This is an optimization exercise on Yosys and OpenROAD, whose aim is small area, a short achievable clock period and few clock cycles per item, not a production implementation.
Function was checked by simulation only, so behaviour that the tests miss may differ from the original.
Power figures rest on the tool's default switching activity, not on a simulated workload.

==> job 3191: inputs <==
==> flow/design.v <==
module m_booth_enc (
    input  wire [8:0] chunk,
    output wire [3:0] one,
    output wire [3:0] two,
    output wire [3:0] neg
);
    genvar gt;
    generate
        for (gt = 0; gt < 4; gt = gt + 1) begin : g_dig
            wire b0 = chunk[2*gt];
            wire b1 = chunk[2*gt+1];
            wire b2 = chunk[2*gt+2];
            assign one[gt] = b1 ^ b0;
            assign two[gt] = (b2 & ~b1 & ~b0) | (~b2 & b1 & b0);
            assign neg[gt] = b2;
        end
    endgenerate
endmodule
module m_mul_step (
    input  wire [32:0] mc,         
    input  wire [3:0]  one,
    input  wire [3:0]  two,
    input  wire [3:0]  neg,
    input  wire [63:0] p_q,
    output wire [63:0] p_mul
);
    wire [33:0] mc1 = {mc[32], mc};
    wire [33:0] mc2 = {mc, 1'b0};
    wire [33:0] bpp [0:3];
    genvar gt;
    generate
        for (gt = 0; gt < 4; gt = gt + 1) begin : g_pp
            assign bpp[gt] = (({34{one[gt]}} & mc1) | ({34{two[gt]}} & mc2)) ^ {34{neg[gt]}};
        end
    endgenerate
    wire [39:0] r0 = {6'd0, ~bpp[0][33], bpp[0][32:0]};
    wire [39:0] r1 = {4'd0, ~bpp[1][33], bpp[1][32:0], 2'b00};
    wire [39:0] r2 = {2'd0, ~bpp[2][33], bpp[2][32:0], 4'b0000};
    wire [39:0] r3 = {~bpp[3][33], bpp[3][32:0], 6'b000000};
    wire [39:0] rp = {p_q[31:0], 1'b0, neg[3], 1'b0, neg[2], 1'b0, neg[1], 1'b0, neg[0]};
    wire [39:0] rk = 40'h5600000000;
    wire [39:0] s1 = r0 ^ r1 ^ r2;
    wire [40:0] c1 = {((r0 & r1) | (r0 & r2) | (r1 & r2)), 1'b0};
    wire [39:0] s2 = r3 ^ rp ^ rk;
    wire [40:0] c2 = {((r3 & rp) | (r3 & rk) | (rp & rk)), 1'b0};
    wire [39:0] s3 = s1 ^ c1[39:0] ^ s2;
    wire [40:0] c3 = {((s1 & c1[39:0]) | (s1 & s2) | (c1[39:0] & s2)), 1'b0};
    wire [39:0] s4 = s3 ^ c3[39:0] ^ c2[39:0];
    wire [40:0] c4 = {((s3 & c3[39:0]) | (s3 & c2[39:0]) | (c3[39:0] & c2[39:0])), 1'b0};
    wire [40:0] lo = {1'b0, s4} + {1'b0, c4[39:0]};
    wire [1:0]  ne  = {1'b0, c2[40]} + {1'b0, c4[40]};
    wire [23:0] pu  = p_q[55:32];
    wire [23:0] um1 = pu - 24'd1;
    wire [23:0] up1 = pu + 24'd1;
    wire [23:0] up2 = pu + 24'd2;
    wire [23:0] hi0 = (ne == 2'd0) ? um1 : (ne == 2'd1) ? pu  : up1;
    wire [23:0] hi1 = (ne == 2'd0) ? pu  : (ne == 2'd1) ? up1 : up2;
    assign p_mul = {lo[40] ? hi1 : hi0, lo[39:0]};
endmodule
module m_div_align (
    input  wire [31:0] abs_a,
    input  wire [33:0] b_q,        
    output wire [34:0] d_align,    
    output wire [3:0]  cnt         
);
    function [5:0] bitlen;
        input [31:0] x;
        integer i;
        begin
            bitlen = 6'd0;
            for (i = 0; i < 32; i = i + 1)
                if (x[i]) bitlen = i + 1;
        end
    endfunction
    wire [6:0] ldiff = {1'b0, bitlen(abs_a)} - {1'b0, bitlen(b_q[31:0] ^ {32{b_q[32]}})};
    wire [4:0] dsh1  = (ldiff[4:0] | 5'd1 | {5{ldiff[5]}}) & {5{~ldiff[6]}} | {4'd0, ldiff[6]};
    wire [34:0] d_sh = {{3{b_q[32]}}, b_q[31:0]} << dsh1;
    assign d_align = d_sh ^ {35{~b_q[32]}};
    assign cnt     = dsh1[4:1];
endmodule
module m_div_step (
    input  wire [31:0] r,
    input  wire [34:0] dc,
    input  wire        cin,        
    output wire [31:0] r_next,
    output wire        q1,
    output wire        q2
);
    wire [35:0] x   = {4'b0000, r};
    wire [35:0] d1  = {dc[34], dc};
    wire [35:0] d2  = {dc[34], dc[34], dc[34:1]};
    wire [35:0] t1  = x + d1 + {35'd0, cin};
    wire [35:0] t2a = x + d2 + {35'd0, cin};
    wire [35:0] cs  = x ^ d1 ^ d2;
    wire [35:0] cc  = {((x[34:0] & d1[34:0]) | (x[34:0] & d2[34:0]) | (d1[34:0] & d2[34:0])), cin};
    wire [35:0] t2b = cs + cc + {35'd0, cin};
    assign q1       = ~t1[35];
    wire   q2a      = ~t2a[35];
    wire   q2b      = ~t2b[35];
    assign q2       = q1 ? q2b : q2a;
    assign r_next   = q1 ? (q2b ? t2b[31:0] : t1[31:0]) : (q2a ? t2a[31:0] : r);
endmodule
module m_issue (
    input  wire [6:0]  opcode_i,
    input  wire [2:0]  funct3_i,
    input  wire [6:0]  funct7_i,
    input  wire [31:0] op_A_i,
    input  wire [31:0] op_B_i,
    output wire        is_m,       
    output wire        is_mul,
    output wire        a_neg,      
    output wire        b_neg,
    output wire        b_zero,
    output wire        early,      
    output wire        swap,       
    output wire [4:0]  top_a,      
    output wire [4:0]  top_b
);
    function [31:0] sfx_or;
        input [31:0] x;
        integer i, k;
        reg [31:0] t;
        begin
            t = x;
            for (k = 1; k < 32; k = k * 2)
                for (i = 0; i + k < 32; i = i + 1)
                    t[i] = t[i] | t[i + k];
            sfx_or = t;
        end
    endfunction
    assign is_m   = (opcode_i == 7'b0110011) && (funct7_i == 7'b0000001);
    assign is_mul = ~funct3_i[2];
    wire   s_a    = is_mul ? (funct3_i[1:0] != 2'b11) : ~funct3_i[0];
    wire   s_b    = is_mul ? ~funct3_i[1]             : ~funct3_i[0];
    assign a_neg  = s_a & op_A_i[31];
    assign b_neg  = s_b & op_B_i[31];
    wire [31:0] va = op_A_i ^ {32{a_neg}};
    wire [31:0] vb = op_B_i ^ {32{b_neg}};
    wire [31:0] ta = sfx_or(va);
    wire [31:0] tb = sfx_or(vb);
    assign b_zero = ~tb[0] & ~b_neg;
    wire [4:0] th_a = {ta[31], ta[23], ta[15], ta[7], 1'b1};
    wire [4:0] th_b = {tb[31], tb[23], tb[15], tb[7], 1'b1};
    assign top_a = th_a & ~{1'b0, th_a[4:1]};
    assign top_b = th_b & ~{1'b0, th_b[4:1]};
    assign swap  = |(th_b & ~th_a);
    wire [31:0] ta_ub = a_neg ? {ta[30:0], 1'b1} : ta;
    assign early = b_zero | (|(tb & ~ta_ub));
endmodule
module M_accelerator_wrapper (
    input  wire        clk_i,
    input  wire        rst_i,
    input  wire [6:0]  opcode_i,
    input  wire [2:0]  funct3_i,
    input  wire [6:0]  funct7_i,
    input  wire [31:0] op_A_i,
    input  wire [31:0] op_B_i,
    output wire [31:0] result_o,
    output wire        stall_o,
    output wire        division_by_zero_o
);
    localparam ST_MUL  = 2'd0;
    localparam ST_PREP = 2'd1;
    localparam ST_STEP = 2'd2;
    localparam ST_FIX  = 2'd3;
    localparam OS_LO = 2'd0;
    localparam OS_HI = 2'd1;
    localparam OS_R  = 2'd2;
    reg        busy_q;
    reg [1:0]  st_q;
    reg [4:0]  oh_q;     
    reg [3:0]  bo_q;     
    reg [3:0]  bt_q;
    reg [3:0]  bn_q;
    reg [3:0]  cnt_q;    
    reg        frem_q;
    reg        fneg_q;
    reg        dbz_q;
    reg        dpos_q;   
    reg [1:0]  osel_q;
    reg [32:0] a_q;      
    reg [34:0] b_q;      
    reg [63:0] p_q;      
    wire       is_m, is_mul, a_neg, b_neg, b_zero, early, swap;
    wire [4:0] top_a, top_b;
    m_issue ISSUE (
        .opcode_i (opcode_i),
        .funct3_i (funct3_i),
        .funct7_i (funct7_i),
        .op_A_i   (op_A_i),
        .op_B_i   (op_B_i),
        .is_m     (is_m),
        .is_mul   (is_mul),
        .a_neg    (a_neg),
        .b_neg    (b_neg),
        .b_zero   (b_zero),
        .early    (early),
        .swap     (swap),
        .top_a    (top_a),
        .top_b    (top_b)
    );
    wire [40:0] ax = {{8{a_neg}}, op_A_i, 1'b0};
    wire [40:0] bx = {{8{b_neg}}, op_B_i, 1'b0};
    wire [40:0] mx = {{8{b_q[32]}}, b_q[31:0], 1'b0};
    wire [8:0]  chunk_issue = swap ?
        (({9{top_a[4]}} & ax[40:32]) | ({9{top_a[3]}} & ax[32:24]) | ({9{top_a[2]}} & ax[24:16]) |
         ({9{top_a[1]}} & ax[16:8])  | ({9{top_a[0]}} & ax[8:0])) :
        (({9{top_b[4]}} & bx[40:32]) | ({9{top_b[3]}} & bx[32:24]) | ({9{top_b[2]}} & bx[24:16]) |
         ({9{top_b[1]}} & bx[16:8])  | ({9{top_b[0]}} & bx[8:0]));
    wire [8:0]  chunk_next = ({9{oh_q[4]}} & mx[32:24]) | ({9{oh_q[3]}} & mx[24:16]) |
                             ({9{oh_q[2]}} & mx[16:8])  | ({9{oh_q[1]}} & mx[8:0]);
    wire [8:0]  chunk = busy_q ? chunk_next : chunk_issue;
    wire [3:0]  one, two, neg;
    m_booth_enc BOOTH (
        .chunk (chunk),
        .one   (one),
        .two   (two),
        .neg   (neg)
    );
    wire [63:0] p_mul;
    m_mul_step MUL (
        .mc    (a_q),
        .one   (bo_q),
        .two   (bt_q),
        .neg   (bn_q),
        .p_q   (p_q),
        .p_mul (p_mul)
    );
    wire        fixing  = busy_q & (st_q == ST_FIX);
    wire [31:0] neg_src = fixing ? (frem_q ? a_q[31:0] : p_q[31:0]) : op_A_i;
    wire [31:0] neg_val = -neg_src;
    wire [31:0] abs_a   = a_neg ? neg_val : op_A_i;
    wire [34:0] d_align;
    wire [3:0]  cnt_init;
    m_div_align ALIGN (
        .abs_a   (a_q[31:0]),
        .b_q     (b_q[33:0]),
        .d_align (d_align),
        .cnt     (cnt_init)
    );
    wire [31:0] r2d;
    wire        q1, q2;
    m_div_step STEP (
        .r      (a_q[31:0]),
        .dc     (b_q),
        .cin    (dpos_q),
        .r_next (r2d),
        .q1     (q1),
        .q2     (q2)
    );
    always @(posedge clk_i or posedge rst_i) begin
        if (rst_i) begin
            busy_q <= 1'b0;
        end else if (!busy_q) begin
            busy_q <= is_m & (is_mul | ~early);
        end else begin
            case (st_q)
                ST_MUL:  if (oh_q[0]) busy_q <= 1'b0;
                ST_PREP: ;
                ST_STEP: if (cnt_q == 4'd0 && !fneg_q) busy_q <= 1'b0;
                default: busy_q <= 1'b0;
            endcase
        end
    end
    always @(posedge clk_i) begin
        if (!busy_q) begin
            st_q    <= is_mul ? ST_MUL : ST_PREP;
            frem_q  <= funct3_i[1];
            fneg_q  <= funct3_i[1] ? a_neg : (a_neg ^ b_neg);
            dbz_q   <= ~is_mul & b_zero;
            dpos_q  <= ~b_neg;
            oh_q    <= swap ? top_a : top_b;
            bo_q    <= one;
            bt_q    <= two;
            bn_q    <= neg;
            if (is_mul) begin
                osel_q <= (funct3_i[1:0] == 2'b00) ? OS_LO : OS_HI;
                a_q    <= swap ? {b_neg, op_B_i} : {a_neg, op_A_i};
                b_q    <= swap ? {2'b00, a_neg, op_A_i} : {2'b00, b_neg, op_B_i};
                p_q    <= 64'd0;
            end else begin
                osel_q <= funct3_i[1] ? (early ? OS_HI : OS_R) : OS_LO;
                a_q    <= {1'b0, abs_a};
                b_q    <= {2'b00, b_neg, op_B_i};
                p_q    <= {op_A_i, {32{b_zero}}};
            end
        end else begin
            case (st_q)
                ST_MUL: begin
                    oh_q    <= {1'b0, oh_q[4:1]};
                    bo_q    <= one;
                    bt_q    <= two;
                    bn_q    <= neg;
                    p_q     <= p_mul;
                end
                ST_PREP: begin
                    st_q    <= ST_STEP;
                    b_q     <= d_align;
                    cnt_q   <= cnt_init;
                end
                ST_STEP: begin
                    a_q       <= {1'b0, r2d};
                    b_q       <= {b_q[34], b_q[34], b_q[34:2]};
                    p_q[31:0] <= {p_q[29:0], q1, q2};
                    cnt_q     <= cnt_q - 4'd1;
                    if (cnt_q == 4'd0) st_q <= ST_FIX;
                end
                default: begin
                    if (frem_q) a_q[31:0] <= neg_val;
                    else        p_q[31:0] <= neg_val;
                end
            endcase
        end
    end
    assign stall_o            = busy_q;
    assign division_by_zero_o = dbz_q;
    assign result_o           = (osel_q == OS_LO) ? p_q[31:0] :
                                (osel_q == OS_HI) ? p_q[63:32] : a_q[31:0];
endmodule
==> flow/flow/run.sh <==
#!/bin/bash
# The standard layout with two changes to how it is made: the port buffers
# are buf_2 instead of the slow delay buffer buffer_ports picks by default,
# and synthesis leaves adders to abc instead of mapping them to the
# library's full/half-adder cells (registers are untouched by either).
set -euo pipefail
bash standard.sh "BUFFER_PORTS_ARGS=-buffer_cell sky130_fd_sc_hd__buf_2" "ADDER_MAP_FILE=" finish > flow_standard.log 2>&1
==> flow/standard.sh <==
#!/bin/bash
# synth_recipe.tcl (not shown) runs the flow's synth.tcl, then flattens the netlist and writes it again
# the make line also repeats each setting of config.mk as NAME=value (left out here)
make -C /OpenROAD-flow-scripts/flow DESIGN_CONFIG=/design/flow/config.mk WORK_HOME=/design/flow/orfs CLKGATE_MAP_FILE= SYNTH_SCRIPT=/design/flow/synth_recipe.tcl "${@:-finish}"
==> flow/config.mk <==
export PLATFORM = sky130hd
export DESIGN_NAME = M_accelerator_wrapper
export DESIGN_NICKNAME = M_accelerator_wrapper
export VERILOG_FILES = /design/flow/design.v
export SDC_FILE = /design/flow/constraint.sdc
export NUM_CORES = 4
export LEC_CHECK = 0
export ABC_AREA = 1
export CAP_MARGIN = 20
export CORE_MARGIN = 2
export CORE_UTILIZATION = 45
export GPL_ROUTABILITY_DRIVEN = 0
export SETUP_SLACK_MARGIN = 5
export SLEW_MARGIN = 20
export TNS_END_PERCENT = 0
==> flow/constraint.sdc <==
create_clock -name core_clock -period 10.0 [get_ports {clk_i}]
set_input_delay 2.0000 -clock core_clock [delete_from_list [all_inputs] [get_ports {clk_i}]]
set_output_delay 2.0000 -clock core_clock [all_outputs]
set_load 0.01 [all_outputs]
==> job 5271 (differences from job 3191) <==
--- a/flow/design.v
+++ b/flow/design.v
@@ -264,4 +264,22 @@
     end
     always @(posedge clk_i) begin
+        bo_q <= one;
+        bt_q <= two;
+        bn_q <= neg;
+        oh_q <= busy_q ? {1'b0, oh_q[4:1]} : (swap ? top_a : top_b);
+        cnt_q <= (st_q == ST_PREP) ? cnt_init : cnt_q - 4'd1;
+        p_q[63:32] <= busy_q ? p_mul[63:32] : (is_mul ? 32'd0 : op_A_i);
+        if (!busy_q)
+            p_q[31:0] <= {32{~is_mul & b_zero}};
+        else begin
+            case (st_q)
+                ST_MUL:  p_q[31:0] <= p_mul[31:0];
+                ST_PREP: p_q[31:0] <= 32'd0;
+                ST_STEP: p_q[31:0] <= {p_q[29:0], q1, q2};
+                default: p_q[31:0] <= neg_val;
+            endcase
+        end
+    end
+    always @(posedge clk_i) begin
         if (!busy_q) begin
             st_q    <= is_mul ? ST_MUL : ST_PREP;
@@ -270,44 +288,26 @@
             dbz_q   <= ~is_mul & b_zero;
             dpos_q  <= ~b_neg;
-            oh_q    <= swap ? top_a : top_b;
-            bo_q    <= one;
-            bt_q    <= two;
-            bn_q    <= neg;
             if (is_mul) begin
                 osel_q <= (funct3_i[1:0] == 2'b00) ? OS_LO : OS_HI;
                 a_q    <= swap ? {b_neg, op_B_i} : {a_neg, op_A_i};
                 b_q    <= swap ? {2'b00, a_neg, op_A_i} : {2'b00, b_neg, op_B_i};
-                p_q    <= 64'd0;
             end else begin
                 osel_q <= funct3_i[1] ? (early ? OS_HI : OS_R) : OS_LO;
                 a_q    <= {1'b0, abs_a};
                 b_q    <= {2'b00, b_neg, op_B_i};
-                p_q    <= {op_A_i, {32{b_zero}}};
             end
         end else begin
             case (st_q)
-                ST_MUL: begin
-                    oh_q    <= {1'b0, oh_q[4:1]};
-                    bo_q    <= one;
-                    bt_q    <= two;
-                    bn_q    <= neg;
-                    p_q     <= p_mul;
-                end
+                ST_MUL: ;
                 ST_PREP: begin
                     st_q    <= ST_STEP;
                     b_q     <= d_align;
-                    cnt_q   <= cnt_init;
                 end
                 ST_STEP: begin
                     a_q       <= {1'b0, r2d};
                     b_q       <= {b_q[34], b_q[34], b_q[34:2]};
-                    p_q[31:0] <= {p_q[29:0], q1, q2};
-                    cnt_q     <= cnt_q - 4'd1;
                     if (cnt_q == 4'd0) st_q <= ST_FIX;
                 end
-                default: begin
-                    if (frem_q) a_q[31:0] <= neg_val;
-                    else        p_q[31:0] <= neg_val;
-                end
+                default: a_q[31:0] <= neg_val;
             endcase
         end
--- a/flow/config.mk
+++ b/flow/config.mk
@@ -9,6 +9,5 @@
 export CAP_MARGIN = 20
 export CORE_MARGIN = 2
-export CORE_UTILIZATION = 45
-export GPL_ROUTABILITY_DRIVEN = 0
+export CORE_UTILIZATION = 26
 export SETUP_SLACK_MARGIN = 5
 export SLEW_MARGIN = 20
==> job 5629 (differences from job 3191) <==
--- a/flow/design.v
+++ b/flow/design.v
@@ -87,17 +87,12 @@
     output wire        q2
 );
-    wire [35:0] x   = {4'b0000, r};
-    wire [35:0] d1  = {dc[34], dc};
-    wire [35:0] d2  = {dc[34], dc[34], dc[34:1]};
-    wire [35:0] t1  = x + d1 + {35'd0, cin};
-    wire [35:0] t2a = x + d2 + {35'd0, cin};
-    wire [35:0] cs  = x ^ d1 ^ d2;
-    wire [35:0] cc  = {((x[34:0] & d1[34:0]) | (x[34:0] & d2[34:0]) | (d1[34:0] & d2[34:0])), cin};
-    wire [35:0] t2b = cs + cc + {35'd0, cin};
-    assign q1       = ~t1[35];
-    wire   q2a      = ~t2a[35];
-    wire   q2b      = ~t2b[35];
-    assign q2       = q1 ? q2b : q2a;
-    assign r_next   = q1 ? (q2b ? t2b[31:0] : t1[31:0]) : (q2a ? t2a[31:0] : r);
+    wire [35:0] d1   = {dc[34], dc};
+    wire [35:0] d2   = {dc[34], dc[34], dc[34:1]};
+    wire [35:0] t1   = {4'b0000, r} + d1 + {35'd0, cin};
+    assign      q1   = ~t1[35];
+    wire [31:0] r1   = q1 ? t1[31:0] : r;
+    wire [35:0] t2   = {4'b0000, r1} + d2 + {35'd0, cin};
+    assign      q2   = ~t2[35];
+    assign r_next    = q2 ? t2[31:0] : r1;
 endmodule
 module m_issue (
==> flow/flow/run.sh (replaced) <==
#!/bin/bash
# The standard layout, with the port buffers made from buf_2 instead of the
# cell buffer_ports picks by default (a slow delay buffer on sky130hd).
set -euo pipefail
bash standard.sh "BUFFER_PORTS_ARGS=-buffer_cell sky130_fd_sc_hd__buf_2" finish > flow_standard.log 2>&1
--- a/flow/config.mk
+++ b/flow/config.mk
@@ -10,5 +10,4 @@
 export CORE_MARGIN = 2
 export CORE_UTILIZATION = 45
-export GPL_ROUTABILITY_DRIVEN = 0
 export SETUP_SLACK_MARGIN = 5
 export SLEW_MARGIN = 20
==> job 9352 (differences from job 3191) <==
--- a/flow/design.v
+++ b/flow/design.v
@@ -264,4 +264,22 @@
     end
     always @(posedge clk_i) begin
+        bo_q <= one;
+        bt_q <= two;
+        bn_q <= neg;
+        oh_q <= busy_q ? {1'b0, oh_q[4:1]} : (swap ? top_a : top_b);
+        cnt_q <= (st_q == ST_PREP) ? cnt_init : cnt_q - 4'd1;
+        p_q[63:32] <= busy_q ? p_mul[63:32] : (is_mul ? 32'd0 : op_A_i);
+        if (!busy_q)
+            p_q[31:0] <= {32{~is_mul & b_zero}};
+        else begin
+            case (st_q)
+                ST_MUL:  p_q[31:0] <= p_mul[31:0];
+                ST_PREP: p_q[31:0] <= 32'd0;
+                ST_STEP: p_q[31:0] <= {p_q[29:0], q1, q2};
+                default: p_q[31:0] <= neg_val;
+            endcase
+        end
+    end
+    always @(posedge clk_i) begin
         if (!busy_q) begin
             st_q    <= is_mul ? ST_MUL : ST_PREP;
@@ -270,44 +288,26 @@
             dbz_q   <= ~is_mul & b_zero;
             dpos_q  <= ~b_neg;
-            oh_q    <= swap ? top_a : top_b;
-            bo_q    <= one;
-            bt_q    <= two;
-            bn_q    <= neg;
             if (is_mul) begin
                 osel_q <= (funct3_i[1:0] == 2'b00) ? OS_LO : OS_HI;
                 a_q    <= swap ? {b_neg, op_B_i} : {a_neg, op_A_i};
                 b_q    <= swap ? {2'b00, a_neg, op_A_i} : {2'b00, b_neg, op_B_i};
-                p_q    <= 64'd0;
             end else begin
                 osel_q <= funct3_i[1] ? (early ? OS_HI : OS_R) : OS_LO;
                 a_q    <= {1'b0, abs_a};
                 b_q    <= {2'b00, b_neg, op_B_i};
-                p_q    <= {op_A_i, {32{b_zero}}};
             end
         end else begin
             case (st_q)
-                ST_MUL: begin
-                    oh_q    <= {1'b0, oh_q[4:1]};
-                    bo_q    <= one;
-                    bt_q    <= two;
-                    bn_q    <= neg;
-                    p_q     <= p_mul;
-                end
+                ST_MUL: ;
                 ST_PREP: begin
                     st_q    <= ST_STEP;
                     b_q     <= d_align;
-                    cnt_q   <= cnt_init;
                 end
                 ST_STEP: begin
                     a_q       <= {1'b0, r2d};
                     b_q       <= {b_q[34], b_q[34], b_q[34:2]};
-                    p_q[31:0] <= {p_q[29:0], q1, q2};
-                    cnt_q     <= cnt_q - 4'd1;
                     if (cnt_q == 4'd0) st_q <= ST_FIX;
                 end
-                default: begin
-                    if (frem_q) a_q[31:0] <= neg_val;
-                    else        p_q[31:0] <= neg_val;
-                end
+                default: a_q[31:0] <= neg_val;
             endcase
         end
--- a/flow/config.mk
+++ b/flow/config.mk
@@ -9,6 +9,5 @@
 export CAP_MARGIN = 20
 export CORE_MARGIN = 2
-export CORE_UTILIZATION = 45
-export GPL_ROUTABILITY_DRIVEN = 0
+export CORE_UTILIZATION = 32
 export SETUP_SLACK_MARGIN = 5
 export SLEW_MARGIN = 20
==> summary.txt <==
Setup slack: job 3191 > job 5271 > job 9352 > job 5629. Against job 5271, the sequential share of layout area of job 9352 is higher by 0.29 points. Job 9352 completed without violations. Job 5629 finished clean. Job 3191 finished clean. Job 5271 completed without violations. Against job 3191, the sequential power of job 9352 is smaller by 5.9%. Synthesized cell count is the same in job 5271 and job 9352.
==> figures <==
| metric | job 5629 | job 5271 | job 9352 | job 3191 |
|---|---|---|---|---|
| Status | timing/DRC/antenna clean | timing/DRC/antenna clean | timing/DRC/antenna clean | timing/DRC/antenna clean |
| Cells after synthesis | 4,213 | 5,475 | 5,475 | 5,408 |
| Standard-cell row count | 91 | 124 | 111 | 95 |
| Endpoint with the worst hold slack | cnt_q[0] | cnt_q[1] | cnt_q[1] | cnt_q[0] |
| Antenna violations before repair | 3 | 4 | 9 | 8 |
| Iteration count of the initial detailed-routing pass | 9 | 6 | 8 | 11 |
| Register-to-Register Path Depth | 35 | 27 | 15 | 39 |
| Height of the chip | 254 um | 343 um | 309 um | 265 um |
| Final Wtd Congestion | 1.08 | 1.07 | 1.02 | - |
| Crit Reg-Reg Endpoint | a_q[3] | a_q[30] | a_q[29] | p_q[31] |
Testbench counts of job 3191, summed over its fixed seeds: cycles 11,867, ops 3,200.
Testbench counts of job 5271, summed over its fixed seeds: cycles 11,867, ops 3,200.
Testbench counts of job 5629, summed over its fixed seeds: cycles 11,867, ops 3,200.
Testbench counts of job 9352, summed over its fixed seeds: cycles 11,867, ops 3,200.

## what the ideal ports hide
In the flow no input, the clock included, has a driving cell. The finished layouts below were timed again as built, in two steps. Step 1, drivers: a clkbuf_16 drives clk_i and a buf_2 each remaining input, both assumed. Step 2 times the ports against the registers' clock, not the clock port: input delays grow and output delays shrink by t, the midpoint of the rising clock arrivals with the driver on. a / b / c = no drivers / after step 1 / after step 2; a / b = the first two.
run	shift t [ns]	setup WS [ns]	hold slack, ns	latest minus earliest clock arrival (ns)
job 3191	0.532	4.269 / 4.282 / 3.750	0.643 / 0.643 / 0.643	0.020 / 0.019
job 5271	0.521	4.247 / 4.282 / 3.761	0.487 / 0.487 / 0.487	0.018 / 0.018
job 5629	0.575	3.097 / 3.097 / 2.754	0.675 / 0.675 / 0.675	0.017 / 0.017
job 9352	0.530	4.138 / 4.138 / 3.718	0.477 / 0.477 / 0.477	0.019 / 0.019
After both steps every run listed still meets setup and hold. The setup slack of job 3191, which loses most, moves by +0.013 ns with the drivers and by -0.519 ns with both steps.
